This design comes from an exercise in tuning for small area on the open sky130 flow, not from production work.
Where RTL was checked, it was by simulation tests only, not by an equivalence proof against the original.
No functional check of the RTL was part of run 1.

## flow/design.v (module list and top-level ports; edited modules follow where they fit)
// module top: 208 lines
// module lane0: 398 lines
// module lane1: 400 lines
// module lane2: 400 lines
// module l1eng: 1141 lines
module top (
    input clk,
    input rst_n,
    input [7:0] pixel_in,
    input pixel_valid,
    output [6:0] hex,
    output finish,
    output signed [11:0] score0,
    output signed [11:0] score1
);
  // ...
==> flow/run.sh <==
#!/bin/bash
# synth_recipe.tcl (not shown) runs the flow's synth.tcl, then flattens the netlist and writes it again
# the make line also repeats each setting of config.mk as NAME=value (left out here)
make -C /OpenROAD-flow-scripts/flow DESIGN_CONFIG=/design/flow/config.mk WORK_HOME=/design/flow/orfs CLKGATE_MAP_FILE= SYNTH_SCRIPT=/design/flow/synth_recipe.tcl finish
==> flow/config.mk <==
export PLATFORM = sky130hd
export DESIGN_NAME = top
export DESIGN_NICKNAME = top
export VERILOG_FILES = /design/flow/design.v
export SDC_FILE = /design/flow/constraint.sdc
export NUM_CORES = 8
export LEC_CHECK = 0
export CAP_MARGIN = 20
export CORE_MARGIN = 2
export CORE_UTILIZATION = 40
export CTS_BUF_LIST = sky130_fd_sc_hd__clkbuf_16
export CTS_CLUSTER_DIAMETER = 100
export CTS_CLUSTER_SIZE = 24
export SLEW_MARGIN = 20
==> flow/constraint.sdc <==
create_clock -name core_clock -period 13.0 [get_ports {clk}]
set_input_delay 2.6000 -clock core_clock [delete_from_list [all_inputs] [get_ports {clk}]]
set_output_delay 2.6000 -clock core_clock [all_outputs]
set_load 0.01 [all_outputs]
==> results.txt, run 1 <==
* Run status: finished clean
* Met2 Usage GRT at 38.13%
* Async S/R FF share, synth at 2.959%
* Postcts setup bufs at 0
* Placer Congestion at 0.9452
* Die Y at 466.9 um
* Final hold viol count at 0
* Synth Area in Simple Gates at 5.015%
* Via density at 5.716
* Max FFs per register at 448
* Setup Crit Path Kind: register to register
* Pre-CTS setup slack at 2415 ps
* CP Max Fanout at 9
* CP delay by family, top: adder cells
* Final period util at 81.12%
* R2R depth at 28
* CTS resizes at 0
* CTS tree: built
* Required time worst endpoint at 13,460 ps
* Global routing usage on met3 at 3.587%
* Clk tree area frac at 2.419%
* Inverters at 1,129
* Yosys top cell by area: edfxtp_1
* Share of post-route cells with drive strength above 1 at 5.478%
* Full die area at 0.2180 mm2
* Leading cell kind: multi-input gates
* Most used DFF post-synth: edfxtp_1
==> module top, before the edit <==
module top (
    input clk,
    input rst_n,
    input [7:0] pixel_in,
    input pixel_valid,
    output [6:0] hex,
    output finish,
    output signed [11:0] score0,
    output signed [11:0] score1
);
    integer i;
    reg [7:0] pr;
    reg vr;
    always @(posedge clk) pr <= pixel_in;
    always @(posedge clk or negedge rst_n) if (!rst_n) vr <= 1'b0; else vr <= pixel_valid;
    reg [4:0] col;
    reg [3:0] row;
    always @(posedge clk or negedge rst_n)
        if (!rst_n) begin col <= 5'd0; row <= 4'd0; end
        else if (vr) begin
            if (col == 5'd27) begin col <= 5'd0; if (row != 4'd15) row <= row + 4'd1; end
            else col <= col + 5'd1;
        end
    reg [447:0] sr;
    always @(posedge clk) if (vr && col != 5'd26) sr <= {sr[439:0], pr};
    wire [7:0] t20 = sr[15:8], t21 = sr[7:0], t22 = pr;
    wire [7:0] t10 = sr[231:224], t11 = sr[223:216], t12 = sr[215:208];
    wire m00 = (row == 4'd2) && (col == 5'd1);   
    wire [7:0] t00 = m00 ? 8'd0 : sr[447:440];
    wire [7:0] t01 = sr[439:432], t02 = sr[431:424];
    wire [35:0] l1v;
    l1eng le (.t00(t00), .t01(t01), .t02(t02), .t10(t10), .t11(t11), .t12(t12), .t20(t20), .t21(t21), .t22(t22), .l1v(l1v));
    wire l1ev = vr && !row[0] && (row >= 4'd2) && (row <= 4'd14) && col[0] && (col <= 5'd25);
    wire [2:0] eR = row[3:1] - 3'd1;
    wire [3:0] eC = col[4:1];
    wire enq = l1ev;
    reg [35:0] q0;
    reg [35:0] q1;
    reg [35:0] q2;
    reg [35:0] q3;
    reg [35:0] q4;
    reg [2:0] wp, rp, cnt;
    always @(posedge clk) if (enq && wp == 3'd0) q0 <= l1v;
    always @(posedge clk) if (enq && wp == 3'd1) q1 <= l1v;
    always @(posedge clk) if (enq && wp == 3'd2) q2 <= l1v;
    always @(posedge clk) if (enq && wp == 3'd3) q3 <= l1v;
    always @(posedge clk) if (enq && wp == 3'd4) q4 <= l1v;
    reg [35:0] qh;
    always @* begin
        case (rp)
            3'd0: qh = q0;
            3'd1: qh = q1;
            3'd2: qh = q2;
            3'd3: qh = q3;
            3'd4: qh = q4;
            default: qh = 36'd0;
        endcase
    end
    reg [2:0] hr;
    reg [3:0] hu;
    reg started;
    reg [6:0] pend;
    reg [2:0] fst;   
    wire cm1 = (hu == 4'd0);
    wire reven = ~hr[0];
    wire codd = ~hu[0];
    wire [1:0] i2L = hr[2:1];
    wire [1:0] i2H = hr[0] ? hr[2:1] : hr[2:1] - 2'd1;
    wire hvalid = (hr != 3'd0);
    wire [2:0] j2L = hu[3:1];
    wire [2:0] j2H = hu[0] ? hu[3:1] : hu[3:1] - 3'd1;
    function needw(input [1:0] i, input [2:0] j);
        begin
            needw = ({i, j} == 5'd0) | ({i, j} == 5'd1) | ({i, j} == 5'd2) | ({i, j} == 5'd4) | ({i, j} == 5'd5) | ({i, j} == 5'd8) | ({i, j} == 5'd9) | ({i, j} == 5'd11) | ({i, j} == 5'd12) | ({i, j} == 5'd13) | ({i, j} == 5'd16) | ({i, j} == 5'd18) | ({i, j} == 5'd19) | ({i, j} == 5'd20);
        end
    endfunction
    wire m0 = hvalid & ~cm1 & needw(i2H, j2H);
    wire m4 = hvalid & codd & needw(i2H, j2L);
    wire m5 = reven & ~cm1 & needw(i2L, j2H);
    wire m6 = reven & codd & needw(i2L, j2L);
    wire cmp0 = m0 & reven & codd;   
    wire [4:0] hij = {i2H, j2H};
    wire [32:0] l3t = ({33{hij == 5'd0}} & 33'd10492933) | ({33{hij == 5'd1}} & 33'd8398857) | ({33{hij == 5'd2}} & 33'd8407042) | ({33{hij == 5'd4}} & 33'd4307554321) | ({33{hij == 5'd5}} & 33'd21006369) | ({33{hij == 5'd8}} & 33'd37816385) | ({33{hij == 5'd9}} & 33'd8521730) | ({33{hij == 5'd11}} & 33'd71307393) | ({33{hij == 5'd12}} & 33'd138676481) | ({33{hij == 5'd13}} & 33'd273156609) | ({33{hij == 5'd16}} & 33'd9439234) | ({33{hij == 5'd18}} & 33'd541069314) | ({33{hij == 5'd19}} & 33'd1077940226) | ({33{hij == 5'd20}} & 33'd2151682050);
    wire [6:0] vmask = {m6, m5, m4, cmp0 & l3t[22], cmp0 & l3t[11], cmp0 & l3t[0], m0};
    wire qne = (cnt != 3'd0);
    wire [6:0] wm = started ? pend : vmask;
    wire [6:0] low = wm & (~wm + 7'd1);
    wire [6:0] rest = wm & ~low;
    wire run = (fst == 3'd0);
    wire doop = qne && run;
    wire deq = doop && (rest == 7'd0);
    wire last = (hr == 3'd6) && (hu == 4'd10);
    always @(posedge clk or negedge rst_n)
        if (!rst_n) begin
            wp <= 3'd0; rp <= 3'd0; cnt <= 3'd0; hr <= 3'd0; hu <= 4'd1;
            started <= 1'b0; pend <= 7'd0; fst <= 3'd0;
        end else begin
            if (enq) wp <= (wp == 3'd4) ? 3'd0 : wp + 3'd1;
            if (deq) rp <= (rp == 3'd4) ? 3'd0 : rp + 3'd1;
            if (enq && !deq) cnt <= cnt + 3'd1;
            else if (deq && !enq) cnt <= cnt - 3'd1;
            if (doop) begin started <= (rest != 7'd0); pend <= rest; end
            if (deq) begin if (hu == 4'd12) begin hu <= 4'd0; hr <= hr + 3'd1; end else hu <= hu + 4'd1; end
            if (deq && last) fst <= 3'd1;
            else if (fst != 3'd0 && fst != 3'd4) fst <= fst + 3'd1;
        end
    wire isL2 = doop && (low[0] | low[4] | low[5] | low[6]);
    wire isL3 = doop && (low[1] | low[2] | low[3]);
    wire sH = low[0] | low[4];
    wire sB = low[0] | low[5];
    wire [1:0] oi = sH ? i2H : i2L;
    wire [2:0] oj = sB ? j2H : j2L;
    wire [4:0] oij = {oi, oj};
    wire [2:0] ah = {sH & reven, sH & ~reven, ~sH};
    wire [2:0] bh = {sB & codd, sB & ~codd, ~sB};
    wire [5:0] sloth = ({6{oij == 5'd0}} & 6'd1) | ({6{oij == 5'd1}} & 6'd2) | ({6{oij == 5'd2}} & 6'd4) | ({6{oij == 5'd4}} & 6'd8) | ({6{oij == 5'd5}} & 6'd16) | ({6{oij == 5'd8}} & 6'd32) | ({6{oij == 5'd9}} & 6'd1) | ({6{oij == 5'd11}} & 6'd2) | ({6{oij == 5'd12}} & 6'd4) | ({6{oij == 5'd13}} & 6'd8) | ({6{oij == 5'd16}} & 6'd16) | ({6{oij == 5'd18}} & 6'd1) | ({6{oij == 5'd19}} & 6'd32) | ({6{oij == 5'd20}} & 6'd2);
    wire [8:0] p3 = ({9{low[1]}} & l3t[9:1]) | ({9{low[2]}} & l3t[20:12]) | ({9{low[3]}} & l3t[31:23]);
    wire init2 = ah[0] && (bh[0] || (bh[1] && (oij == 5'd0)));
    wire init3 = (low[1] & l3t[10]) | (low[2] & l3t[21]) | (low[3] & l3t[32]);
    wire [2:0] l3h = low[3:1];
    reg e_l2, e_l3, e_mx, e_fc, e_cmp, e_init;
    reg [8:0] e_sel;   
    reg [18:0] e_opk;   
    reg [8:0] e_wr;
    always @(posedge clk or negedge rst_n)
        if (!rst_n) begin
            e_l2 <= 1'b0; e_l3 <= 1'b0; e_mx <= 1'b0; e_fc <= 1'b0; e_cmp <= 1'b0;
        end else begin
            e_l2 <= isL2; e_l3 <= isL3;
            e_mx <= (fst == 3'd1) || (fst == 3'd2);
            e_fc <= (fst == 3'd3);
            e_cmp <= doop && low[0] && cmp0;
        end
    always @(posedge clk) begin
        e_init <= (isL2 && init2) || (isL3 && init3) || (fst == 3'd3);
        e_sel <= {(fst == 3'd2), (fst == 3'd1), 7'd0} | ({9{isL2 && !init2}} & {3'd0, sloth}) | ({9{isL3 && !init3}} & {l3h, 6'd0});
        e_wr <= ({9{isL2}} & {3'd0, sloth}) | ({9{isL3}} & {l3h, 6'd0});
        e_opk <= {(fst == 3'd3), {9{isL3}} & p3, {9{isL2}} & {ah[2] & bh[2] , ah[2] & bh[1] , ah[2] & bh[0] , ah[1] & bh[2] , ah[1] & bh[1] , ah[1] & bh[0] , ah[0] & bh[2] , ah[0] & bh[1] , ah[0] & bh[0]}};
    end
    reg [35:0] qx;
    always @(posedge clk) if (e_cmp) qx <= {r2_2, r2_1, r2_0}; else if (isL2) qx <= qh;
    wire [35:0] l3y;
    wire [35:0] xs = e_fc ? l3y : qx;
    wire e_acc = e_l2 | e_l3;
    reg [21:0] s0_0, s0_1, s0_2, s0_3, s0_4, s0_5;
    reg [21:0] a0_11, a0_12, a0_16;
    wire [21:0] ai0 = ({22{e_sel[0]}} & s0_0) | ({22{e_sel[1]}} & s0_1) | ({22{e_sel[2]}} & s0_2) | ({22{e_sel[3]}} & s0_3) | ({22{e_sel[4]}} & s0_4) | ({22{e_sel[5]}} & s0_5) | ({22{e_sel[6]}} & a0_11) | ({22{e_sel[7]}} & a0_12) | ({22{e_sel[8]}} & a0_16);
    wire [21:0] rd0 = ai0;
    wire [21:0] o0;
    lane0 u0 (.opk(e_opk), .x0(xs[11:0]), .x1(xs[23:12]), .x2(xs[35:24]), .acc(ai0), .out(o0));
    wire signed [21:0] rs0 = rd0, as0 = a0_11;
    wire gt0 = rs0 > as0;
    always @(posedge clk) if (e_wr[0]) s0_0 <= o0[21:0];
    always @(posedge clk) if (e_wr[1]) s0_1 <= o0[21:0];
    always @(posedge clk) if (e_wr[2]) s0_2 <= o0[21:0];
    always @(posedge clk) if (e_wr[3]) s0_3 <= o0[21:0];
    always @(posedge clk) if (e_wr[4]) s0_4 <= o0[21:0];
    always @(posedge clk) if (e_wr[5]) s0_5 <= o0[21:0];
    always @(posedge clk) if (e_wr[6] || (e_mx && gt0)) a0_11 <= o0[21:0];
    always @(posedge clk) if (e_wr[7] || e_fc) a0_12 <= o0[21:0];
    always @(posedge clk) if (e_wr[8]) a0_16 <= o0[21:0];
    wire [11:0] r2_0 = (!o0[21] && (|o0[20:0])) ? o0[15:4] : 12'd0;
    assign l3y[11:0] = (!a0_11[21] && (|a0_11[20:0])) ? a0_11[18:7] : 12'd0;
    reg [22:0] s1_0, s1_1, s1_2, s1_3, s1_4, s1_5;
    reg [21:0] a1_11, a1_12, a1_16;
    wire [22:0] ai1 = ({23{e_sel[0]}} & s1_0) | ({23{e_sel[1]}} & s1_1) | ({23{e_sel[2]}} & s1_2) | ({23{e_sel[3]}} & s1_3) | ({23{e_sel[4]}} & s1_4) | ({23{e_sel[5]}} & s1_5) | ({23{e_sel[6]}} & {{1{a1_11[21]}}, a1_11}) | ({23{e_sel[7]}} & {{1{a1_12[21]}}, a1_12}) | ({23{e_sel[8]}} & {{1{a1_16[21]}}, a1_16});
    wire [22:0] rd1 = ai1;
    wire [22:0] o1;
    lane1 u1 (.opk(e_opk), .x0(xs[11:0]), .x1(xs[23:12]), .x2(xs[35:24]), .acc(ai1), .out(o1));
    wire signed [22:0] rs1 = rd1, as1 = {{1{a1_11[21]}}, a1_11};
    wire gt1 = rs1 > as1;
    always @(posedge clk) if (e_wr[0]) s1_0 <= o1[22:0];
    always @(posedge clk) if (e_wr[1]) s1_1 <= o1[22:0];
    always @(posedge clk) if (e_wr[2]) s1_2 <= o1[22:0];
    always @(posedge clk) if (e_wr[3]) s1_3 <= o1[22:0];
    always @(posedge clk) if (e_wr[4]) s1_4 <= o1[22:0];
    always @(posedge clk) if (e_wr[5]) s1_5 <= o1[22:0];
    always @(posedge clk) if (e_wr[6] || (e_mx && gt1)) a1_11 <= o1[21:0];
    always @(posedge clk) if (e_wr[7] || e_fc) a1_12 <= o1[21:0];
    always @(posedge clk) if (e_wr[8]) a1_16 <= o1[21:0];
    wire [11:0] r2_1 = (!o1[22] && (|o1[21:0])) ? o1[15:4] : 12'd0;
    assign l3y[23:12] = (!a1_11[21] && (|a1_11[20:0])) ? a1_11[18:7] : 12'd0;
    reg [21:0] s2_0, s2_1, s2_2, s2_3, s2_4, s2_5;
    reg [22:0] a2_11, a2_12, a2_16;
    wire [22:0] ai2 = ({23{e_sel[0]}} & {{1{s2_0[21]}}, s2_0}) | ({23{e_sel[1]}} & {{1{s2_1[21]}}, s2_1}) | ({23{e_sel[2]}} & {{1{s2_2[21]}}, s2_2}) | ({23{e_sel[3]}} & {{1{s2_3[21]}}, s2_3}) | ({23{e_sel[4]}} & {{1{s2_4[21]}}, s2_4}) | ({23{e_sel[5]}} & {{1{s2_5[21]}}, s2_5}) | ({23{e_sel[6]}} & a2_11) | ({23{e_sel[7]}} & a2_12) | ({23{e_sel[8]}} & a2_16);
    wire [22:0] rd2 = ai2;
    wire [22:0] o2;
    lane2 u2 (.opk(e_opk), .x0(xs[11:0]), .x1(xs[23:12]), .x2(xs[35:24]), .acc(ai2), .out(o2));
    wire signed [22:0] rs2 = rd2, as2 = a2_11;
    wire gt2 = rs2 > as2;
    always @(posedge clk) if (e_wr[0]) s2_0 <= o2[21:0];
    always @(posedge clk) if (e_wr[1]) s2_1 <= o2[21:0];
    always @(posedge clk) if (e_wr[2]) s2_2 <= o2[21:0];
    always @(posedge clk) if (e_wr[3]) s2_3 <= o2[21:0];
    always @(posedge clk) if (e_wr[4]) s2_4 <= o2[21:0];
    always @(posedge clk) if (e_wr[5]) s2_5 <= o2[21:0];
    always @(posedge clk) if (e_wr[6] || (e_mx && gt2)) a2_11 <= o2[22:0];
    always @(posedge clk) if (e_wr[7]) a2_12 <= o2[22:0];
    always @(posedge clk) if (e_wr[8]) a2_16 <= o2[22:0];
    wire [11:0] r2_2 = (!o2[22] && (|o2[21:0])) ? o2[15:4] : 12'd0;
    assign l3y[35:24] = (!a2_11[22] && (|a2_11[21:0])) ? a2_11[18:7] : 12'd0;
    reg fin;
    always @(posedge clk or negedge rst_n) if (!rst_n) fin <= 1'b0; else if (e_fc) fin <= 1'b1;
    assign finish = fin;
    assign score0 = a0_12[18:7];
    assign score1 = a1_12[18:7];
    assign hex = !finish ? 7'h7F : (score1 > score0) ? 7'b1000000 : 7'b1111001;
endmodule
==> inputs of run 2 (changes only) <==
--- a/flow/design.v
+++ b/flow/design.v
@@ -143,67 +143,67 @@
     wire [35:0] xs = e_fc ? l3y : qx;
     wire e_acc = e_l2 | e_l3;
     reg [21:0] s0_0, s0_1, s0_2, s0_3, s0_4, s0_5;
     reg [21:0] a0_11, a0_12, a0_16;
     wire [21:0] ai0 = ({22{e_sel[0]}} & s0_0) | ({22{e_sel[1]}} & s0_1) | ({22{e_sel[2]}} & s0_2) | ({22{e_sel[3]}} & s0_3) | ({22{e_sel[4]}} & s0_4) | ({22{e_sel[5]}} & s0_5) | ({22{e_sel[6]}} & a0_11) | ({22{e_sel[7]}} & a0_12) | ({22{e_sel[8]}} & a0_16);
     wire [21:0] rd0 = ai0;
     wire [21:0] o0;
     lane0 u0 (.opk(e_opk), .x0(xs[11:0]), .x1(xs[23:12]), .x2(xs[35:24]), .acc(ai0), .out(o0));
-    wire signed [21:0] rs0 = rd0, as0 = a0_11;
+    wire signed [14:0] rs0 = rd0[21:7], as0 = a0_11[21:7];
     wire gt0 = rs0 > as0;
     always @(posedge clk) if (e_wr[0]) s0_0 <= o0[21:0];
     always @(posedge clk) if (e_wr[1]) s0_1 <= o0[21:0];
     always @(posedge clk) if (e_wr[2]) s0_2 <= o0[21:0];
     always @(posedge clk) if (e_wr[3]) s0_3 <= o0[21:0];
     always @(posedge clk) if (e_wr[4]) s0_4 <= o0[21:0];
     always @(posedge clk) if (e_wr[5]) s0_5 <= o0[21:0];
     always @(posedge clk) if (e_wr[6] || (e_mx && gt0)) a0_11 <= o0[21:0];
     always @(posedge clk) if (e_wr[7] || e_fc) a0_12 <= o0[21:0];
     always @(posedge clk) if (e_wr[8]) a0_16 <= o0[21:0];
-    wire [11:0] r2_0 = (!o0[21] && (|o0[20:0])) ? o0[15:4] : 12'd0;
-    assign l3y[11:0] = (!a0_11[21] && (|a0_11[20:0])) ? a0_11[18:7] : 12'd0;
+    wire [11:0] r2_0 = o0[21] ? 12'd0 : o0[15:4];   
+    assign l3y[11:0] = a0_11[21] ? 12'd0 : a0_11[18:7];
     reg [22:0] s1_0, s1_1, s1_2, s1_3, s1_4, s1_5;
     reg [21:0] a1_11, a1_12, a1_16;
     wire [22:0] ai1 = ({23{e_sel[0]}} & s1_0) | ({23{e_sel[1]}} & s1_1) | ({23{e_sel[2]}} & s1_2) | ({23{e_sel[3]}} & s1_3) | ({23{e_sel[4]}} & s1_4) | ({23{e_sel[5]}} & s1_5) | ({23{e_sel[6]}} & {{1{a1_11[21]}}, a1_11}) | ({23{e_sel[7]}} & {{1{a1_12[21]}}, a1_12}) | ({23{e_sel[8]}} & {{1{a1_16[21]}}, a1_16});
     wire [22:0] rd1 = ai1;
     wire [22:0] o1;
     lane1 u1 (.opk(e_opk), .x0(xs[11:0]), .x1(xs[23:12]), .x2(xs[35:24]), .acc(ai1), .out(o1));
-    wire signed [22:0] rs1 = rd1, as1 = {{1{a1_11[21]}}, a1_11};
+    wire signed [15:0] rs1 = rd1[22:7], as1 = {{1{a1_11[21]}}, a1_11[21:7]};
     wire gt1 = rs1 > as1;
     always @(posedge clk) if (e_wr[0]) s1_0 <= o1[22:0];
     always @(posedge clk) if (e_wr[1]) s1_1 <= o1[22:0];
     always @(posedge clk) if (e_wr[2]) s1_2 <= o1[22:0];
     always @(posedge clk) if (e_wr[3]) s1_3 <= o1[22:0];
     always @(posedge clk) if (e_wr[4]) s1_4 <= o1[22:0];
     always @(posedge clk) if (e_wr[5]) s1_5 <= o1[22:0];
     always @(posedge clk) if (e_wr[6] || (e_mx && gt1)) a1_11 <= o1[21:0];
     always @(posedge clk) if (e_wr[7] || e_fc) a1_12 <= o1[21:0];
     always @(posedge clk) if (e_wr[8]) a1_16 <= o1[21:0];
-    wire [11:0] r2_1 = (!o1[22] && (|o1[21:0])) ? o1[15:4] : 12'd0;
-    assign l3y[23:12] = (!a1_11[21] && (|a1_11[20:0])) ? a1_11[18:7] : 12'd0;
+    wire [11:0] r2_1 = o1[22] ? 12'd0 : o1[15:4];   
+    assign l3y[23:12] = a1_11[21] ? 12'd0 : a1_11[18:7];
     reg [21:0] s2_0, s2_1, s2_2, s2_3, s2_4, s2_5;
     reg [22:0] a2_11, a2_12, a2_16;
     wire [22:0] ai2 = ({23{e_sel[0]}} & {{1{s2_0[21]}}, s2_0}) | ({23{e_sel[1]}} & {{1{s2_1[21]}}, s2_1}) | ({23{e_sel[2]}} & {{1{s2_2[21]}}, s2_2}) | ({23{e_sel[3]}} & {{1{s2_3[21]}}, s2_3}) | ({23{e_sel[4]}} & {{1{s2_4[21]}}, s2_4}) | ({23{e_sel[5]}} & {{1{s2_5[21]}}, s2_5}) | ({23{e_sel[6]}} & a2_11) | ({23{e_sel[7]}} & a2_12) | ({23{e_sel[8]}} & a2_16);
     wire [22:0] rd2 = ai2;
     wire [22:0] o2;
     lane2 u2 (.opk(e_opk), .x0(xs[11:0]), .x1(xs[23:12]), .x2(xs[35:24]), .acc(ai2), .out(o2));
-    wire signed [22:0] rs2 = rd2, as2 = a2_11;
+    wire signed [15:0] rs2 = rd2[22:7], as2 = a2_11[22:7];
     wire gt2 = rs2 > as2;
     always @(posedge clk) if (e_wr[0]) s2_0 <= o2[21:0];
     always @(posedge clk) if (e_wr[1]) s2_1 <= o2[21:0];
     always @(posedge clk) if (e_wr[2]) s2_2 <= o2[21:0];
     always @(posedge clk) if (e_wr[3]) s2_3 <= o2[21:0];
     always @(posedge clk) if (e_wr[4]) s2_4 <= o2[21:0];
     always @(posedge clk) if (e_wr[5]) s2_5 <= o2[21:0];
     always @(posedge clk) if (e_wr[6] || (e_mx && gt2)) a2_11 <= o2[22:0];
     always @(posedge clk) if (e_wr[7]) a2_12 <= o2[22:0];
     always @(posedge clk) if (e_wr[8]) a2_16 <= o2[22:0];
-    wire [11:0] r2_2 = (!o2[22] && (|o2[21:0])) ? o2[15:4] : 12'd0;
-    assign l3y[35:24] = (!a2_11[22] && (|a2_11[21:0])) ? a2_11[18:7] : 12'd0;
+    wire [11:0] r2_2 = o2[22] ? 12'd0 : o2[15:4];   
+    assign l3y[35:24] = a2_11[22] ? 12'd0 : a2_11[18:7];
     reg fin;
     always @(posedge clk or negedge rst_n) if (!rst_n) fin <= 1'b0; else if (e_fc) fin <= 1'b1;
     assign finish = fin;
     assign score0 = a0_12[18:7];
     assign score1 = a1_12[18:7];
     assign hex = !finish ? 7'h7F : (score1 > score0) ? 7'b1000000 : 7'b1111001;
 endmodule
 module lane0 (
@@ -1813,17 +1813,17 @@
     wire l406 = (l372 & l373) | (l372 & l404) | (l373 & l404);
     wire l407 = l374 ^ l375 ^ l406;
     wire l408 = (l374 & l375) | (l374 & l406) | (l375 & l406);
     wire l409 = l376 ^ l377 ^ l408;
     wire l410 = (l376 & l377) | (l376 & l408) | (l377 & l408);
     wire l411 = l346 ^ l378 ^ l410;
     wire l412 = (l346 & l378) | (l346 & l410) | (l378 & l410);
     wire [16:0] cs0 = {l411, l409, l407, l405, l403, l401, l399, l397, l395, l393, l391, l389, l387, l385, l383, l381, l379};
-    wire [11:0] l1o0 = (!cs0[16] && (|cs0[15:0])) ? cs0[15:4] : 12'd0;
+    wire [11:0] l1o0 = cs0[16] ? 12'd0 : cs0[15:4];
     wire l413 = 1'b1 ^ t22[4];
     wire l414 = 1'b1 & t22[4];
     wire l415 = t22[5] ^ ~t21[1] ^ ~t21[4];
     wire l416 = (t22[5] & ~t21[1]) | (t22[5] & ~t21[4]) | (~t21[1] & ~t21[4]);
     wire l417 = 1'b1 ^ t22[6] ^ ~t21[0];
     wire l418 = (1'b1 & t22[6]) | (1'b1 & ~t21[0]) | (t22[6] & ~t21[0]);
     wire l419 = ~t21[2] ^ ~t21[5] ^ ~t20[0];
     wire l420 = (~t21[2] & ~t21[5]) | (~t21[2] & ~t20[0]) | (~t21[5] & ~t20[0]);
@@ -2201,17 +2201,17 @@
     wire l792 = (l760 & l761) | (l760 & l790) | (l761 & l790);
     wire l793 = l762 ^ l763 ^ l792;
     wire l794 = (l762 & l763) | (l762 & l792) | (l763 & l792);
     wire l795 = l734 ^ l764 ^ l794;
     wire l796 = (l734 & l764) | (l734 & l794) | (l764 & l794);
     wire l797 = 1'b1 ^ l796;
     wire l798 = 1'b1 & l796;
     wire [16:0] cs1 = {l797, l795, l793, l791, l789, l787, l785, l783, l781, l779, l777, l775, l773, l771, l769, l767, l765};
-    wire [11:0] l1o1 = (!cs1[16] && (|cs1[15:0])) ? cs1[15:4] : 12'd0;
+    wire [11:0] l1o1 = cs1[16] ? 12'd0 : cs1[15:4];
     wire l799 = 1'b1 ^ t22[3];
     wire l800 = 1'b1 & t22[3];
     wire l801 = t22[4] ^ ~t22[7] ^ t21[2];
     wire l802 = (t22[4] & ~t22[7]) | (t22[4] & t21[2]) | (~t22[7] & t21[2]);
     wire l803 = 1'b1 ^ t22[1];
     wire l804 = 1'b1 & t22[1];
     wire l805 = 1'b1 ^ t22[2] ^ t22[5];
     wire l806 = (1'b1 & t22[2]) | (1'b1 & t22[5]) | (t22[2] & t22[5]);
@@ -2537,11 +2537,11 @@
     wire l1126 = (l1094 & l1095) | (l1094 & l1124) | (l1095 & l1124);
     wire l1127 = l1096 ^ l1097 ^ l1126;
     wire l1128 = (l1096 & l1097) | (l1096 & l1126) | (l1097 & l1126);
     wire l1129 = l1068 ^ l1098 ^ l1128;
     wire l1130 = (l1068 & l1098) | (l1068 & l1128) | (l1098 & l1128);
     wire l1131 = 1'b1 ^ l1130;
     wire l1132 = 1'b1 & l1130;
     wire [16:0] cs2 = {l1131, l1129, l1127, l1125, l1123, l1121, l1119, l1117, l1115, l1113, l1111, l1109, l1107, l1105, l1103, l1101, l1099};
-    wire [11:0] l1o2 = (!cs2[16] && (|cs2[15:0])) ? cs2[15:4] : 12'd0;
+    wire [11:0] l1o2 = cs2[16] ? 12'd0 : cs2[15:4];
     assign l1v = {l1o2, l1o1, l1o0};
 endmodule
==> results.txt, run 2 <==
* Run status: finished clean
* First-pass DRT Iterations at 9
* Buffers on Ports at 41
* Max FFs per register at 448 (unchanged)
* Commonest non-fill, non-tap cells in the layout: edfxtp_1, inv_1, fa_1, a22oi_1, xnor2_1
* Final hold viol count at 0 (unchanged)
* MaxCap Viol Count at 0
* CTS resizes at 0 (unchanged)
* Initial Util at 40.11%
* Die span in x at 464.5 um
* CTS buffer count at 74
* Final nets at 7,647
* ANT nets after route at 0
* Post-synth net total at 7,738
* RSZ-0062 raised after global routing: no
* Clk_skew at 69.29 ps
* Async S/R FF share, synth at 2.959% (unchanged)
* DR iter-0 viols at 6,182
* Number of synthesized flops with an enable pin at 1,267
* Slew @ Worst Pin at 1247 ps
* Post-synth cell types at 97
* Final HPWL DP at 189,400 um
* Relative slew margins at 16.24%
* Startpoint Class: register
* Most used DFF post-synth: edfxtp_1
* Cell area after synthesis at 0.08481 mm2
* Hold buffers post-CTS at 0
* Num Clock Sinks at 1,352
* Flops & latches, synth at 1,352
* Gate Count Post-Synth at 6,545
* CTS tree: built
* Placer Congestion at 0.9879 (+4.5%)
* CP delay by family, top: adder cells
* Initial antenna violation count at 6
* Placed cell area at 0.08876 mm2
* Commonest non-fill, non-tap cell in the layout: edfxtp_1
* Total track usage at 23.90%
* Die Y at 464.5 um (-0.52%)
* Average wire per standard cell at 27.88 um
* Num rows at 169
* Global-route wire length before repair at 378,800 um
* Largest net degree at the start of global routing at 209
* Synth-to-layout area growth at 7.599%
* Share of post-route cells with drive strength above 1 at 5.720% (+0.24 points)
* Clock latency on the worst-skew pair at 750 ps
* Yosys top cell by area: edfxtp_1
* Final Cell Area at 0.09126 mm2
* Final setup viols at 0
* Critical-path top delay cell: and2_1
* Hold WC Path Type: register to register
* Maximum buffer depth of the clock tree at 3
* CP arrival at 10,530 ps
* Setup TNS at 0 ps
* Top reg by flops: sr
* Final Max Slew Viols at 0
* Min Tclk post-route at 9998 ps
* Gr ovfl total at 0
* Io pins at 43
* Top cells by count, synth: edfxtp_1, inv_1, fa_1
* Full die area at 0.2157 mm2 (-1.0%)
* Via density at 5.681 (-0.62%)
* Via count at 53,010
* Most frequent cell after synthesis: edfxtp_1
* Postcts setup bufs at 0 (unchanged)
* Clock root cell: clkbuf_16
* Synth top area share at 44.86%
* CP Max Fanout at 12 (+3)
* Avg Cell Area, Syn at 12.96 um2
* DR DRC count at 0
* Post-synthesis sequential area ratio at 47.10%
* Required time worst endpoint at 13,530 ps (+70 ps)
* Max Fclk at 0.1000 GHz
* Synth warn at 1
* Setup Crit Path Kind: register to register
* H-tree depth at 3
* Max stage delay on crit path at 660 ps
* Crit path capture type: register
* Most used cell, CP: fa_1
* Clk pin slew, worst setup/hold paths at 90 ps
* Routed WL at 260,200 um
* CORE AREA at 0.2115 mm2
* Final period util at 76.91% (-4.2 points)
* Top post-synthesis cells by area: edfxtp_1, fa_1, inv_1
* Crit path buffers/inverters at 6
* Vias in the first global route at 54,560
-- run 2: cell types whose count changed in the layout (fill, tap and decap cells not counted), sizes merged, moves of 20 or more --
cell and delta:
a21oi +23, o22ai +148, a32o -20, a22oi -142
a22o +50, nor2b +20, ha -24, inv -26
o21ai -23, buf +21, nand3 -30
-- run 2: kinds of logic (layout without fill, tap and decap cells) --
logic type,Yosys count,count (layout),share of synthesized area (%)
AND/OR/NAND/NOR,798,798,4.607
buffers and inverters,1459,1417,6.608
AO/OA/AOI/OAI,1231,1231,10.60
other,1,9,0.004422
XOR/XNOR,504,504,5.222
flip-flops,1352,1352,47.10
adder cells (fa/ha/maj),1185,1185,25.67
multiplexers,15,15,0.1800
-- run 2: per-stage QoR --
stage	instances	setup WS [ps]	util (%)	hold slack [ps]
2_1_floorplan	6545	3697	-	400.3
3_3_place_gp	9195	3051	41.96	401.9
3_5_place_dp	9196	2923	41.98	404.5
4_1_cts	9321	2892	43.09	402.4
5_1_grt	9328	2453	43.15	418.3
6_report	9332	3002	43.16	398.9
-- run 2: cell type report --
cell class,instances,area [um2]
multi-input cells,3734,39540
inverters,1095,4110
flip-flops and latches,1352,39990
well taps,2821,3530
repair buffers,197,1705
fillers,19540,120200
clock buffers,75,1877
diodes,8,20.02
clock inverters,50,486.7
-- run 2: final timing paths --
path | end | slack (ps) | startpoint | cells past startpoint
min reg2reg | sr[122] | 400 | sr[114] | 0
max | q0[0] | 3000 | col[1] | 28
min in group asynchronous | hr[2] | 2010 | rst_n | 2
max reg2reg | q0[0] | 3000 | col[1] | 28
min | sr[122] | 400 | sr[114] | 0
max in group asynchronous | col[1] | 10410 | rst_n | 2
-- run 2: routing by layer --
metal	vias to the layer above	wire, um	share of wire [%]	track usage [%]
li1	22500	-	-	-
met1	27590	105200	40	32.14
met2	2417	123400	47	38.87
met3	510	19060	7.3	3.569
met4	0	12460	4.8	9.647
met5	-	0	0	0
==> inputs of run 3 (changes only) <==
==> flow/flow/run.sh (new file) <==
#!/bin/bash
# Standard layout, with one netlist clean-up between synthesis and floorplan:
# flow/fixinv.py flips full adders (FA is self-dual) so that fewer inverters are
# needed between them. Registers, ports and all other cells are left unchanged.
set -e
bash standard.sh synth > synth.log 2>&1
R=orfs/results/$FLOW_PLATFORM/top/base
cp $R/1_2_yosys.v 1_2_yosys.standard.v
python3 flow/fixinv.py 1_2_yosys.standard.v 1_2_yosys.fixinv.v > fixinv.log 2>&1
cp 1_2_yosys.fixinv.v $R/1_2_yosys.v
rm -f $R/1_synth.odb $R/1_synth.sdc
bash standard.sh finish > layout.log 2>&1
ls -la $R > results_listing.log 2>&1
==> flow/flow/fixinv.py (new file) <==
#!/usr/bin/env python3
"""Remove inverters between full adders in a flat sky130 netlist.

A full adder is self-dual: FA(~a, ~b, ~c) = (~cout, ~sum). Flipping an adder (feeding it the
complements of its inputs, so that its outputs carry complements) changes which of its
neighbours need an inverter. A local search picks the set of adders to flip that needs the
fewest inverters, then the netlist is rewritten. Registers, ports and all other cells stay
as they are.

usage: fixinv.py IN.v OUT.v
"""
import re, sys, random
from collections import defaultdict

FA = 'sky130_fd_sc_hd__fa_1'
INV = 'sky130_fd_sc_hd__inv_1'
OUTPINS = {'X', 'Y', 'Q', 'Q_N', 'COUT', 'SUM', 'HI', 'LO'}
CELL_RE = re.compile(r'^\s*(sky130_fd_sc_hd__\w+)\s+(\S+)\s*\((.*?)\);\s*$', re.S | re.M)

def main(src, dst):
    text = open(src).read()
    cells = []
    for m in CELL_RE.finditer(text):
        pins = [(pm.group(1), pm.group(2).strip()) for pm in re.finditer(r'\.(\w+)\(([^()]*)\)', m.group(3))]
        cells.append({'type': m.group(1), 'name': m.group(2), 'pins': pins, 'span': (m.start(), m.end())})
    first, last = cells[0]['span'][0], cells[-1]['span'][1]
    head, tail = text[:first], text[last:]
    outs = set(m.group(2) for m in re.finditer(r'^\s*output\s+(\[[^\]]*\]\s*)?(\w+);', head, re.M))
    def is_port(net): return net.split('[')[0].strip() in outs

    driver = {}
    for i, c in enumerate(cells):
        for pin, net in c['pins']:
            if pin in OUTPINS: driver[net] = (i, pin)
    inv_of = {}
    for i, c in enumerate(cells):
        if c['type'] == INV:
            p = dict(c['pins'])
            if not is_port(p['Y']): inv_of[p['Y']] = (p['A'], i)
    removable = set(i for (_, i) in inv_of.values())
    def base(net):
        pol = 0
        while net in inv_of:
            net = inv_of[net][0]; pol ^= 1
        return net, pol
    # sinks of each class: (cell, pin index, polarity wanted relative to the base net)
    classes = defaultdict(list)
    for i, c in enumerate(cells):
        if i in removable: continue
        for k, (pin, net) in enumerate(c['pins']):
            if pin in OUTPINS: continue
            b, pol = base(net)
            classes[b].append((i, k, pol))
    # nets that are output ports read the base net with fixed polarity
    portsink = defaultdict(set)
    for net in list(driver.keys()):
        if is_port(net):
            b, pol = base(net)
            portsink[b].add(pol)
    fa_ids = [i for i, c in enumerate(cells) if c['type'] == FA]
    fidx = {i: k for k, i in enumerate(fa_ids)}
    flip = [0] * len(fa_ids)
    def dpol(b):
        d = driver.get(b)
        return flip[fidx[d[0]]] if d and d[0] in fidx else 0
    def want(i, pol):
        return pol ^ flip[fidx[i]] if i in fidx else pol
    def cost(b):
        dp = dpol(b)
        ws = set(want(i, pol) for (i, k, pol) in classes[b]) | portsink.get(b, set())
        return 1 if any(w != dp for w in ws) else 0
    allb = set(classes) | set(portsink)
    touch = defaultdict(set)
    for b in allb:
        d = driver.get(b)
        if d and d[0] in fidx: touch[fidx[d[0]]].add(b)
        for (i, k, pol) in classes.get(b, []):
            if i in fidx: touch[fidx[i]].add(b)
    total = sum(cost(b) for b in allb)
    ninv0 = sum(1 for c in cells if c['type'] == INV)
    print(f'inverters {ninv0}, model {total}', file=sys.stderr)
    rnd = random.Random(1)
    best = total; best_flip = flip[:]
    T = 0.6
    for it in range(60):
        order = list(range(len(fa_ids))); rnd.shuffle(order)
        for k in order:
            bs = touch[k]
            before = sum(cost(b) for b in bs)
            flip[k] ^= 1
            after = sum(cost(b) for b in bs)
            d = after - before
            if d < 0 or (d == 0 and rnd.random() < 0.3) or (T > 0 and d > 0 and rnd.random() < pow(2.718, -d / T)):
                total += d
            else:
                flip[k] ^= 1
        T *= 0.85
        if T < 0.02: T = 0
        if total < best: best, best_flip = total, flip[:]
    flip[:] = best_flip
    total = sum(cost(b) for b in allb)
    print(f'after search: {total}', file=sys.stderr)
    # rewrite
    newcells = []
    extra_wires = []
    invnet = {}
    def get_inv(b):
        if b not in invnet:
            n = f'_fixinv{len(invnet)}_'
            invnet[b] = n
            extra_wires.append(n)
            newcells.append({'type': INV, 'name': f'_fixinv_cell{len(invnet)}_', 'pins': [('A', b), ('Y', n)]})
        return invnet[b]
    for i, c in enumerate(cells):
        if i in removable: continue
        pins = list(c['pins'])
        for k, (pin, net) in enumerate(pins):
            if pin in OUTPINS: continue
            b, pol = base(net)
            w = want(i, pol)
            pins[k] = (pin, b if w == dpol(b) else get_inv(b))
        newcells.append({'type': c['type'], 'name': c['name'], 'pins': pins})
    # output ports driven through the base net: a flipped driver needs an inverter onto the port
    # (only possible if an adder drives a port directly); handled by renaming the adder output
    for b, pols in portsink.items():
        if dpol(b) != 0 or any(p != 0 for p in pols):
            # port net is b itself (pol 0) or an inverter output kept as a port driver
            if dpol(b) != 0:
                raise SystemExit(f'adder driving port net {b} was flipped; refusing')
    body = []
    for c in newcells:
        esc = lambda n: n + ' ' if n.startswith('\\') else n
        body.append(f"  {c['type']} {esc(c['name'])} (\n" + ',\n'.join(f"    .{p}({esc(n)})" for p, n in c['pins']) + '\n  );\n')
    head2 = head.rstrip() + '\n' + ''.join(f'  wire {w};\n' for w in extra_wires)
    open(dst, 'w').write(head2 + ''.join(body) + tail.lstrip('\n') if tail.strip().startswith('endmodule') else head2 + ''.join(body) + tail)
    ninv1 = sum(1 for c in newcells if c['type'] == INV)
    print(f'inverters now {ninv1}', file=sys.stderr)

if __name__ == '__main__':
    main(sys.argv[1], sys.argv[2])
==> flow/standard.sh (new file) <==
#!/bin/bash
# synth_recipe.tcl (not shown) runs the flow's synth.tcl, then flattens the netlist and writes it again
# the make line also repeats each setting of config.mk as NAME=value (left out here)
make -C /OpenROAD-flow-scripts/flow DESIGN_CONFIG=/design/flow/config.mk WORK_HOME=/design/flow/orfs CLKGATE_MAP_FILE= SYNTH_SCRIPT=/design/flow/synth_recipe.tcl "${@:-finish}"
removed: flow/run.sh
==> results.txt, run 3 <==
* Synth warn at 1 (unchanged)
* Final Util at 43.44% (+0.28 points)
* Routed WL at 257,700 um (-0.96%)
* Buffers on Ports at 41 (unchanged)
* Average wire per standard cell at 29.75 um (+6.7%)
* Setup TNS at 0 ps (unchanged)
* Share of post-route cells with drive strength above 1 at 6.613% (+0.89 points)
* Top reg by flops: sr
* Via density at 5.912 (+4.1%)
* Final hold viol count at 0 (unchanged)
* Final Cell Area at 0.08905 mm2 (-2.4%)
* RSZ-0062 raised after global routing: no
* Largest net degree at the start of global routing at 97 (-54%)
* DR iter-0 viols at 6,127 (-0.89%)
* Ant diodes at 0 (-8)
* Commonest non-fill, non-tap cell in the layout: edfxtp_1
* Io pins at 43 (unchanged)
* Postcts setup bufs at 0 (unchanged)
* Initial Util at 40.34% (+0.23 points)
* Clk pin slew, worst setup/hold paths at 90 ps (about the same)
* Startpoint Class: register
* CTS tree: built
* Synth-to-layout area growth at 7.682% (about the same)
* Via count at 51,210 (-3.4%)
* CTS resizes at 0 (unchanged)
* Clock root cell: clkbuf_16
* CP arrival at 10,460 ps (-70 ps)
* Final Max Slew Viols at 0 (unchanged)
* CORE AREA at 0.2050 mm2 (-3.1%)
* Gr ovfl total at 0 (unchanged)
* CP Max Fanout at 12 (unchanged)
* Total track usage at 24.47% (+0.57 points)
* Maximum buffer depth of the clock tree at 3 (unchanged)
* Setup Crit Path Kind: register to register
* CTS buffer count at 74 (unchanged)
* DR DRC count at 0 (unchanged)
* Required time worst endpoint at 13,450 ps (-80 ps)
* Max FFs per register at 448 (unchanged)
* Crit path capture type: register
* Final nets at 7,109 (-7.0%)
* Vias in the first global route at 52,840 (-3.1%)
* First-pass DRT Iterations at 7 (-2)
* Global-route wire length before repair at 374,800 um (-1.1%)
* Hold buffers post-CTS at 0 (unchanged)
* Gate Count Post-Synth at 5,981 (-8.6%)
* Final HPWL DP at 187,300 um (-1.1%)
* Cell area after synthesis at 0.08269 mm2 (-2.5%)
* Min Tclk post-route at 10,010 ps (+11.79 ps)
* Die span in x at 458.7 um (-1.2%)
* Final setup viols at 0 (unchanged)
* Placer Congestion at 0.9773 (-1.1%)
* MaxCap Viol Count at 0 (unchanged)
* H-tree depth at 3 (unchanged)
* Layout fillers at 18,350 (-6.1%)
* Commonest non-fill, non-tap cells in the layout: edfxtp_1, fa_1, inv_1, a22oi_1, xnor2_1
* Run status: finished clean
* Avg Cell Area, Syn at 13.83 um2 (+6.7%)
* Initial antenna violation count at 1 (-5)
* Num rows at 166 (-1.8%)
* Full die area at 0.2104 mm2 (-2.5%)
* Hold WC Path Type: register to register
* Clock latency on the worst-skew pair at 770 ps (+20 ps)
* Post-synth net total at 7,174 (-7.3%)
* Die Y at 458.7 um (-1.2%)
* Setup ws final at 2990 ps (-11.79 ps)
* Relative slew margins at 17.23% (+0.99 points)
* Slew @ Worst Pin at 1242 ps (-5.840 ps)
* Clk_skew at 77.06 ps (+7.767 ps)
* Final period util at 77.00% (+0.091 points)
* Pre-CTS setup slack at 2937 ps (+14.38 ps)
* Placed cell area at 0.08656 mm2 (-2.5%)
* ANT nets after route at 0 (unchanged)
* Max Fclk at 0.09990 GHz (-0.12%)
* Num Clock Sinks at 1,352 (unchanged)
## run 3: through the flow
stage | cells | hold slack (ps)
5_1_grt | 8661 | 405.9
3_3_place_gp | 8522 | 401.2
3_5_place_dp | 8523 | 404.5
2_1_floorplan | 5981 | 400.3
6_report | 8661 | 402.7
4_1_cts | 8656 | 407.2
## run 3: area by class of cell
cell class | count | area (um2) | share of cell area [%]
flip-flops and latches | 1352 | 39990 | 44.91
multi-input cells | 3734 | 39490 | 44.35
well taps | 2688 | 3363 | 3.777
inverters | 531 | 1993 | 2.238
clock buffers | 75 | 1877 | 2.108
repair buffers | 223 | 1807 | 2.029
clock inverters | 58 | 524.3 | 0.5887
## run 3: critical path: stages (launching register included)
cell and delay, ps:
dfrtp_1 430, inv_1 100, ha_1 150, nor2b_1 200, nand4_1 510, and2_1 560
inv_1 430, fa_1 530, fa_1 560, inv_1 60, fa_1 560, fa_1 440
fa_1 490, fa_1 570, fa_1 180, inv_1 50, fa_1 370, fa_1 400
fa_1 460, fa_1 410, fa_1 380, fa_1 390, fa_1 450, fa_1 390
inv_1 410, nor2b_1 190
## run 3: path summary, 6_finish.rpt
path,to,cells after the start,from,slack [ps]
worst max-delay path,q0[12],25,col[1],2990
worst min-delay path,sr[327],0,sr[319],400
worst max register to register,q0[12],25,col[1],2990
worst min register to register,sr[327],0,sr[319],400
max in group asynchronous,e_fc,2,rst_n,10430
min in group asynchronous,cnt[1],2,rst_n,2010
## run 3: routing by layer
layer | share of wire, % | global-route usage (%) | vias to the layer above
met2 | 47 | 39.91 | 2441
met4 | 4.7 | 9.601 | 2
met3 | 7.5 | 3.811 | 563
met5 | 0.0054 | 0 | -
met1 | 40 | 32.85 | 26780
li1 | - | - | 21430
==> inputs of run 4 (changes only) <==
==> flow/flow/run.sh (replaced) <==
#!/bin/bash
# Standard layout, with one netlist clean-up between synthesis and floorplan:
# flow/fixinv.py chooses the polarity of adder and simple two-input cells so that fewer
# inverters are needed (see its header). Registers, ports and all other cells are kept.
set -e
bash standard.sh synth > synth.log 2>&1
R=orfs/results/$FLOW_PLATFORM/top/base
cp $R/1_2_yosys.v 1_2_yosys.standard.v
python3 flow/fixinv.py 1_2_yosys.standard.v 1_2_yosys.fixinv.v > fixinv.log 2>&1
cp 1_2_yosys.fixinv.v $R/1_2_yosys.v
rm -f $R/1_synth.odb $R/1_synth.sdc
bash standard.sh finish > layout.log 2>&1
==> flow/flow/fixinv.py (replaced) <==
#!/usr/bin/env python3
"""Netlist clean-up between synthesis and floorplan: fewer inverters.

Yosys maps adders to full/half-adder cells with inverters between them wherever the two
sides disagree on polarity. Many of those inverters can go:
  * a full adder is self-dual, FA(~a,~b,~c) = (~cout,~sum), so it can be "flipped";
  * an XOR/XNOR gate can take any input or output complemented (swap xor2 <-> xnor2);
  * a two-input AND/OR-type gate can take any polarity by choosing among
    and2/nand2/or2/nor2/nor2b/nand2b;
  * a half adder can be rebuilt from an XOR/XNOR gate and such a two-input gate.
Simulated annealing picks the polarities that minimise total cell area (inverters plus the
area of the chosen cells), then the netlist is rewritten. Registers, ports and all other
cells are kept as they are; the result is logically identical.

usage: fixinv4.py IN.v OUT.v
"""
import re, sys, random, math
from collections import defaultdict

P = 'sky130_fd_sc_hd__'
A_INV = 3.7536
OUTPINS = {'X', 'Y', 'Q', 'Q_N', 'COUT', 'SUM', 'HI', 'LO'}
CELL_RE = re.compile(r'^\s*(sky130_fd_sc_hd__\w+)\s+(\S+)\s*\((.*?)\);\s*$', re.S | re.M)
RESTARTS, SWEEPS = 6, 300
# AND-family: function = ((a^pa) & (b^pb)) ^ po
AND_IMPL = {
    (0, 0, 0): ('and2_1', 6.256, [('A', 'a'), ('B', 'b')], 'X'),
    (0, 0, 1): ('nand2_1', 3.7536, [('A', 'a'), ('B', 'b')], 'Y'),
    (1, 1, 0): ('nor2_1', 3.7536, [('A', 'a'), ('B', 'b')], 'Y'),
    (1, 1, 1): ('or2_1', 6.256, [('A', 'a'), ('B', 'b')], 'X'),
    (1, 0, 0): ('nor2b_1', 6.256, [('A', 'a'), ('B_N', 'b')], 'Y'),
    (0, 1, 0): ('nor2b_1', 6.256, [('A', 'b'), ('B_N', 'a')], 'Y'),
    (1, 0, 1): ('nand2b_1', 6.256, [('A_N', 'a'), ('B', 'b')], 'Y'),
    (0, 1, 1): ('nand2b_1', 6.256, [('A_N', 'b'), ('B', 'a')], 'Y'),
}
# original AND-family cells: (pin a, pin b, out pin, (pa, pb, po), area)
AND_CELLS = {
    'and2_0': ('A', 'B', 'X', (0, 0, 0), 6.256), 'and2_1': ('A', 'B', 'X', (0, 0, 0), 6.256),
    'nand2_1': ('A', 'B', 'Y', (0, 0, 1), 3.7536),
    'or2_0': ('A', 'B', 'X', (1, 1, 1), 6.256), 'or2_1': ('A', 'B', 'X', (1, 1, 1), 6.256),
    'nor2_1': ('A', 'B', 'Y', (1, 1, 0), 3.7536),
    'nor2b_1': ('A', 'B_N', 'Y', (1, 0, 0), 6.256), 'and2b_1': ('A_N', 'B', 'X', (1, 0, 0), 7.5072),
    'nand2b_1': ('A_N', 'B', 'Y', (1, 0, 1), 6.256), 'or2b_1': ('A', 'B_N', 'X', (1, 0, 1), 7.5072),
}
XOR_CELLS = {'xor2_1': ('A', 'B', 'X', 0), 'xnor2_1': ('A', 'B', 'Y', 1)}

def main(src, dst):
    text = open(src).read()
    cells = []
    for m in CELL_RE.finditer(text):
        pins = [(pm.group(1), pm.group(2).strip()) for pm in re.finditer(r'\.(\w+)\(([^()]*)\)', m.group(3))]
        cells.append({'type': m.group(1), 'name': m.group(2), 'pins': pins, 'span': (m.start(), m.end())})
    head, tail = text[:cells[0]['span'][0]], text[cells[-1]['span'][1]:]
    outs = set(m.group(2) for m in re.finditer(r'^\s*output\s+(\[[^\]]*\]\s*)?(\w+);', head, re.M))
    def is_port(net): return net.split('[')[0].strip() in outs
    driver = {}
    for i, c in enumerate(cells):
        for pin, net in c['pins']:
            if pin in OUTPINS: driver[net] = (i, pin)
    inv_of = {}
    for i, c in enumerate(cells):
        if c['type'] == P + 'inv_1':
            p = dict(c['pins'])
            if not is_port(p['Y']): inv_of[p['Y']] = (p['A'], i)
    removable = set(i for (_, i) in inv_of.values())
    def base(net):
        pol = 0
        while net in inv_of:
            net = inv_of[net][0]; pol ^= 1
        return net, pol
    # ---- nodes ----
    nv = 0
    in_var = {}    # (cell, pin) -> var   (pin receives complement when var = 1)
    out_var = {}   # (cell, pin) -> var   (output carries complement when var = 1)
    node_vars = {}
    kind = {}
    for i, c in enumerate(cells):
        t = c['type'][len(P):]
        if i in removable: continue
        if t == 'fa_1':
            v = nv; nv += 1
            for pin in ('A', 'B', 'CIN'): in_var[(i, pin)] = v
            for pin in ('COUT', 'SUM'): out_var[(i, pin)] = v
            kind[i] = 'fa'; node_vars[i] = [v]
        elif t == 'ha_1':
            va, vb, vs, vc = nv, nv + 1, nv + 2, nv + 3; nv += 4
            in_var[(i, 'A')] = va; in_var[(i, 'B')] = vb
            out_var[(i, 'SUM')] = vs; out_var[(i, 'COUT')] = vc
            kind[i] = 'ha'; node_vars[i] = [va, vb, vs, vc]
        elif t in XOR_CELLS:
            pa, pb, po, _ = XOR_CELLS[t]
            va, vb, vo = nv, nv + 1, nv + 2; nv += 3
            in_var[(i, pa)] = va; in_var[(i, pb)] = vb; out_var[(i, po)] = vo
            kind[i] = 'xor'; node_vars[i] = [va, vb, vo]
        elif t in AND_CELLS:
            pa, pb, po, pol, area = AND_CELLS[t]
            va, vb, vo = nv, nv + 1, nv + 2; nv += 3
            in_var[(i, pa)] = va; in_var[(i, pb)] = vb; out_var[(i, po)] = vo
            kind[i] = 'and'; node_vars[i] = [va, vb, vo]
    x = [0] * nv
    def node_cost(i):
        k = kind[i]
        if k == 'fa' or k == 'xor': return 0.0
        vs = [x[v] for v in node_vars[i]]
        if k == 'ha':
            if vs == [0, 0, 0, 0]: return 12.512
            return 8.7584 + AND_IMPL[(vs[0], vs[1], vs[3])][1]
        t = cells[i]['type'][len(P):]
        pa, pb, po, pol, area = AND_CELLS[t]
        if vs == [0, 0, 0]: return area
        return AND_IMPL[(pol[0] ^ vs[0], pol[1] ^ vs[1], pol[2] ^ vs[2])][1]
    # ---- classes ----
    cls_drv = {}; cls_sinks = defaultdict(list); cls_fixed = defaultdict(set)
    for i, c in enumerate(cells):
        if i in removable: continue
        for pin, net in c['pins']:
            if pin in OUTPINS: continue
            b, pol = base(net)
            v = in_var.get((i, pin), -1)
            if v < 0: cls_fixed[b].add(pol)
            else: cls_sinks[b].append((v, pol))
    for net in list(driver.keys()):
        if is_port(net):
            b, pol = base(net); cls_fixed[b].add(pol)
    blist = sorted(set(cls_sinks) | set(cls_fixed))
    C_drv = []
    for b in blist:
        d = driver.get(b)
        C_drv.append(out_var.get(d, -1) if d else -1)
    C_sinks = [cls_sinks[b] for b in blist]
    C_fixed = [cls_fixed[b] for b in blist]
    bidx = {b: k for k, b in enumerate(blist)}
    touch = defaultdict(list)
    for k, b in enumerate(blist):
        vs = set([C_drv[k]] if C_drv[k] >= 0 else []) | set(v for v, _ in C_sinks[k])
        for v in vs: touch[v].append(k)
    var_node = {}
    for i, vs in node_vars.items():
        for v in vs: var_node[v] = i
    def ccost(k):
        dv = C_drv[k]; dp = x[dv] if dv >= 0 else 0
        for w in C_fixed[k]:
            if w != dp: return A_INV
        for (v, pol) in C_sinks[k]:
            if (pol ^ x[v]) != dp: return A_INV
        return 0.0
    def total_cost():
        return sum(ccost(k) for k in range(len(blist))) + sum(node_cost(i) for i in node_vars)
    t0 = total_cost()
    print(f'inverters {sum(1 for c in cells if c["type"] == P + "inv_1")}, model {t0:.1f}', file=sys.stderr)
    best, best_x = t0, x[:]
    for seed in range(RESTARTS):
        rnd = random.Random(seed + 1)
        x[:] = [0] * nv
        tot = total_cost()
        for it in range(SWEEPS):
            T = 8.0 * (0.08 / 8.0) ** (it / (SWEEPS - 1)) if it < SWEEPS - 20 else 0.0
            order = list(range(nv)); rnd.shuffle(order)
            for v in order:
                ks = touch[v]; ni = var_node[v]
                before = sum(ccost(k) for k in ks) + node_cost(ni)
                x[v] ^= 1
                d = sum(ccost(k) for k in ks) + node_cost(ni) - before
                if d <= 1e-9 or (T > 0 and rnd.random() < math.exp(-d / T)):
                    tot += d
                else:
                    x[v] ^= 1
            if tot < best - 1e-9: best, best_x = tot, x[:]
        print(f'restart {seed}: {tot:.1f} (best {best:.1f})', file=sys.stderr)
    x[:] = best_x
    # ---- rewrite ----
    newcells, extra_wires, invnet = [], [], {}
    def get_inv(b):
        if b not in invnet:
            n = f'_fixinv{len(invnet)}_'
            invnet[b] = n; extra_wires.append(n)
            newcells.append({'type': P + 'inv_1', 'name': f'_fixinv_cell{len(invnet)}_', 'pins': [('A', b), ('Y', n)]})
        return invnet[b]
    def dpol(b):
        k = bidx.get(b)
        if k is None: return 0
        dv = C_drv[k]
        return x[dv] if dv >= 0 else 0
    def actual(net, want_rel):
        b, pol = base(net)
        return b if (pol ^ want_rel) == dpol(b) else get_inv(b)
    changed = 0
    for i, c in enumerate(cells):
        if i in removable: continue
        k = kind.get(i); p = dict(c['pins'])
        if k is None:
            newcells.append({'type': c['type'], 'name': c['name'],
                             'pins': [(pin, net if pin in OUTPINS else actual(net, 0)) for pin, net in c['pins']]})
        elif k == 'fa':
            f = x[node_vars[i][0]]
            newcells.append({'type': c['type'], 'name': c['name'],
                             'pins': [(pin, net if pin in OUTPINS else actual(net, f)) for pin, net in c['pins']]})
        elif k == 'ha':
            na, nb, ns, nc = [x[v] for v in node_vars[i]]
            a = actual(p['A'], na); b = actual(p['B'], nb)
            if [na, nb, ns, nc] == [0, 0, 0, 0]:
                newcells.append({'type': c['type'], 'name': c['name'], 'pins': [('A', a), ('B', b), ('COUT', p['COUT']), ('SUM', p['SUM'])]})
            else:
                changed += 1
                sx = na ^ nb ^ ns
                newcells.append({'type': P + ('xnor2_1' if sx else 'xor2_1'), 'name': c['name'] + '_s',
                                 'pins': [('A', a), ('B', b), ('Y' if sx else 'X', p['SUM'])]})
                cell, area, pm, op = AND_IMPL[(na, nb, nc)]
                newcells.append({'type': P + cell, 'name': c['name'] + '_c',
                                 'pins': [(pn, a if s_ == 'a' else b) for pn, s_ in pm] + [(op, p['COUT'])]})
        elif k == 'xor':
            t = c['type'][len(P):]
            pa, pb, po, inv0 = XOR_CELLS[t]
            na, nb, no = [x[v] for v in node_vars[i]]
            a = actual(p[pa], na); b = actual(p[pb], nb)
            sx = inv0 ^ na ^ nb ^ no
            if (na, nb, no) != (0, 0, 0): changed += 1
            newcells.append({'type': P + ('xnor2_1' if sx else 'xor2_1'), 'name': c['name'],
                             'pins': [('A', a), ('B', b), ('Y' if sx else 'X', p[po])]})
        else:
            t = c['type'][len(P):]
            pa, pb, po, pol, area = AND_CELLS[t]
            na, nb, no = [x[v] for v in node_vars[i]]
            a = actual(p[pa], na); b = actual(p[pb], nb)
            if (na, nb, no) == (0, 0, 0):
                newcells.append({'type': c['type'], 'name': c['name'],
                                 'pins': [(pin, net if pin in OUTPINS else actual(net, 0)) for pin, net in c['pins']]})
            else:
                changed += 1
                cell, area2, pm, op = AND_IMPL[(pol[0] ^ na, pol[1] ^ nb, pol[2] ^ no)]
                newcells.append({'type': P + cell, 'name': c['name'],
                                 'pins': [(pn, a if s_ == 'a' else b) for pn, s_ in pm] + [(op, p[po])]})
    for net in list(driver.keys()):
        if is_port(net):
            b, pol = base(net)
            if b == net and dpol(b) != 0: raise SystemExit(f'port net {net} would carry a complement')
    esc = lambda n: n + ' ' if n.startswith('\\') else n
    body = ''.join(f"  {c['type']} {esc(c['name'])} (\n" + ',\n'.join(f"    .{pp}({esc(n)})" for pp, n in c['pins']) + '\n  );\n' for c in newcells)
    open(dst, 'w').write(head.rstrip() + '\n' + ''.join(f'  wire {w};\n' for w in extra_wires) + body + tail)
    print(f'inverters now {sum(1 for c in newcells if c["type"] == P + "inv_1")}, cells changed {changed}', file=sys.stderr)

if __name__ == '__main__':
    main(sys.argv[1], sys.argv[2])
==> results.txt, run 4 <==
* Via density at 5.981 (+1.2%)
* Setup Crit Path Kind: register to register
* Die Y at 454.9 um (-0.83%)
* Top reg by flops: sr
* Final period util at 77.46% (+0.47 points)
* Most used cell, CP: fa_1
* Initial Util at 40.23% (-0.11 points)
* Clk pin slew, worst setup/hold paths at 90 ps (about the same)
* Cell area after synthesis at 0.08131 mm2 (-1.7%)
* CTS resizes at 0 (unchanged)
* DR iter-0 viols at 6,348 (+3.6%)
* Setup crit start: col[1]
* Hold buffers post-CTS at 0 (unchanged)
* ANT nets after route at 0 (unchanged)
* Finished Layout Cells at 8,443 (-2.5%)
* Clock root cell: clkbuf_16
* Pre-CTS setup slack at 2896 ps (-41.17 ps)
* Initial antenna violation count at 11 (+10)
* Synth-to-layout area growth at 7.558%
* Commonest non-fill, non-tap cell in the layout: edfxtp_1
* Num rows at 165 (-0.60%)
* CP Max Fanout at 12 (unchanged)
* Max stage delay on crit path at 670 ps (+100 ps)
* Startpoint Class: register
* RSZ-0062 raised after global routing: no
* Relative slew margins at 13.86% (-3.4 points)
* Gate Count Post-Synth at 5,809 (-2.9%)
* Post-synth net total at 6,811 (-5.1%)
* Placed Cells at 8,329 (-2.3%)
* Crit path buffers/inverters at 2 (-3)
* Maximum buffer depth of the clock tree at 3 (unchanged)
* Share of post-route cells with drive strength above 1 at 6.605% (-0.0077 points)
* CP delay by family, top: adder cells
* Clk_skew at 49.12 ps (-27.94 ps)
* Final Max Slew Viols at 0 (unchanged)
* Buffers on Ports at 41 (unchanged)
* Avg Cell Area, Syn at 14.00 um2 (+1.2%)
* Placer Congestion at 1.022 (+4.6%)
* DR DRC count at 0 (unchanged)
* Gr ovfl total at 0 (unchanged)
* Vias in the first global route at 51,380 (-2.8%)
* Via count at 50,500 (-1.4%)
* Crit path capture type: register
* Start point of the worst hold path: sr[78]
* Total track usage at 25.17% (+0.71 points)
* First-pass DRT Iterations at 8 (+1)
* Required time worst endpoint at 13,540 ps (+90 ps)
* Max FFs per register at 448 (unchanged)
* Num Clock Sinks at 1,352 (unchanged)
* H-tree depth at 3 (unchanged)
* Postcts setup bufs at 0 (unchanged)
* Full die area at 0.2069 mm2 (-1.7%)
* MaxCap Viol Count at 0 (unchanged)
* CTS buffer count at 71 (-4.1%)
* Largest net degree at the start of global routing at 168 (+73%)
* Die span in x at 454.9 um (-0.83%)
* Reg-to-Reg Start: col[1]
* Run status: finished clean
* Final HPWL DP at 191,700 um (+2.3%)
* Max Fclk at 0.09930 GHz (-0.60%)
* Slew @ Worst Pin at 1292 ps (+50.60 ps)
* Commonest non-fill, non-tap cells in the layout: edfxtp_1, fa_1, a22oi_1, xor2_1, xnor2_1
* Final setup viols at 0 (unchanged)
* Setup ws final at 2930 ps (-60.59 ps)
* CP arrival at 10,610 ps (+150 ps)
* Min Tclk post-route at 10,070 ps (+60.59 ps)
* Setup TNS at 0 ps (unchanged)
* Io pins at 43 (unchanged)
* Hold WC Path Type: register to register
* Final nets at 6,732 (-5.3%)
* Routed WL at 260,500 um (+1.1%)
* Average wire per standard cell at 30.86 um (+3.7%)
* CTS tree: built
* Synth warn at 1 (unchanged)
* CORE AREA at 0.2021 mm2 (-1.4%)
* Final hold viol count at 0 (unchanged)
* Crit path cell chain: inv_1 -> nand2_1 -> nor2_1 -> nand4_1 -> nand2_1 -> inv_1 -> fa_1 -> fa_1 -> fa_1 -> fa_1 -> fa_1 -> fa_1 -> fa_1 -> fa_1 -> fa_1 -> fa_1 -> fa_1 -> fa_1 -> fa_1 -> fa_1 -> fa_1 -> fa_1 -> nor2_1
* Global-route wire length before repair at 374,300 um (-0.13%)
* Clock latency on the worst-skew pair at 740 ps (-30 ps)
* Critical-path top delay cell: nand2_1
-- run 4: changes by cell type in the layout (fill, tap and decap cells not counted), sizes merged, moves of 3 or more --
cell	change
nor2b	+28
nand2b	+3
clkinv	+5
xor2	+133
buf	-9
or2	+4
diode	+3
inv	-358
xnor2	+36
clkbuf	-5
nand2	+56
ha	-191
nor2	+90
-- run 4: per-stage QoR --
| stage | instance area [um2] | utilization, % | hold slack (ps) |
|---|---|---|---|
| 5_1_grt | 87450 | 43.27 | 430.0 |
| 4_1_cts | 87390 | 43.24 | 420.7 |
| 3_5_place_dp | 85140 | 42.12 | 404.5 |
| 6_report | 87460 | 43.27 | 415.9 |
| 2_1_floorplan | 81320 | - | 400.3 |
| 3_3_place_gp | 85110 | 42.11 | 400.3 |
-- run 4: layout make-up --
class                      instances  area (um2)
sequential                      1352       40000
fill                           18140      114700
tap                             2672        3343
antenna                            3       7.507
clock buffer                      72        1802
clock inverter                    39       449.2
multi-input combinational       3894       39400
inverter                         199       747.0
timing repair buffer             212        1714
-- run 4: worst reg2reg max path, cell delays in order (launching register included) --
cell and delay, ps:
dfrtp_1 410, inv_1 130, nand2_1 80, nor2_1 120, nand4_1 510, nand2_1 680
inv_1 390, fa_1 580, fa_1 570, fa_1 430, fa_1 500, fa_1 510
fa_1 420, fa_1 400, fa_1 390, fa_1 390, fa_1 400, fa_1 390
fa_1 390, fa_1 390, fa_1 400, fa_1 400, fa_1 640, nor2_1 360
-- run 4: path summary, 6_finish.rpt --
kind / end / slack, ps / cells after the start
min reg2reg: sr[86] / 420 / 0
max in group asynchronous: e_mx / 10530 / 2
min in group asynchronous: fin / 1970 / 2
min: sr[86] / 420 / 0
max: q3[21] / 2930 / 23
max reg2reg: q3[21] / 2930 / 23
-- run 4: per-layer routing --
metal	up-vias	wire [um]	GRT usage [%]
met3	446	21430	4.791
met4	8	11280	9.256
li1	21050	-	-
met1	26640	105600	34.34
met2	2352	122200	40.14
met5	-	46	0

[re-timing with driven ports]
Ports are ideal in the flow. The routed layouts listed here were re-timed in OpenROAD.
Step 1, drivers: a clkbuf_16 drives clk and a buf_2 each remaining input, both assumed.
Step 2, shift: input delay + t, output delay - t, t = (earliest + latest rising clock arrival at the registers) / 2. This alone moves slack from input paths to output paths.
a / b / c = ideal / step 1 / step 2; a / b = the first two.
run	t, ns	slack for setup (ns)	clock arrival spread, ns
run 1	0.809	2.454 / 2.454 / 2.454	0.054 / 0.055
run 2	0.802	3.002 / 3.002 / 3.002	0.083 / 0.083
run 3	0.806	2.990 / 2.990 / 2.990	0.078 / 0.077
run 4	0.801	2.930 / 2.930 / 2.930	0.054 / 0.054
After both steps setup and hold are still met in every run listed.
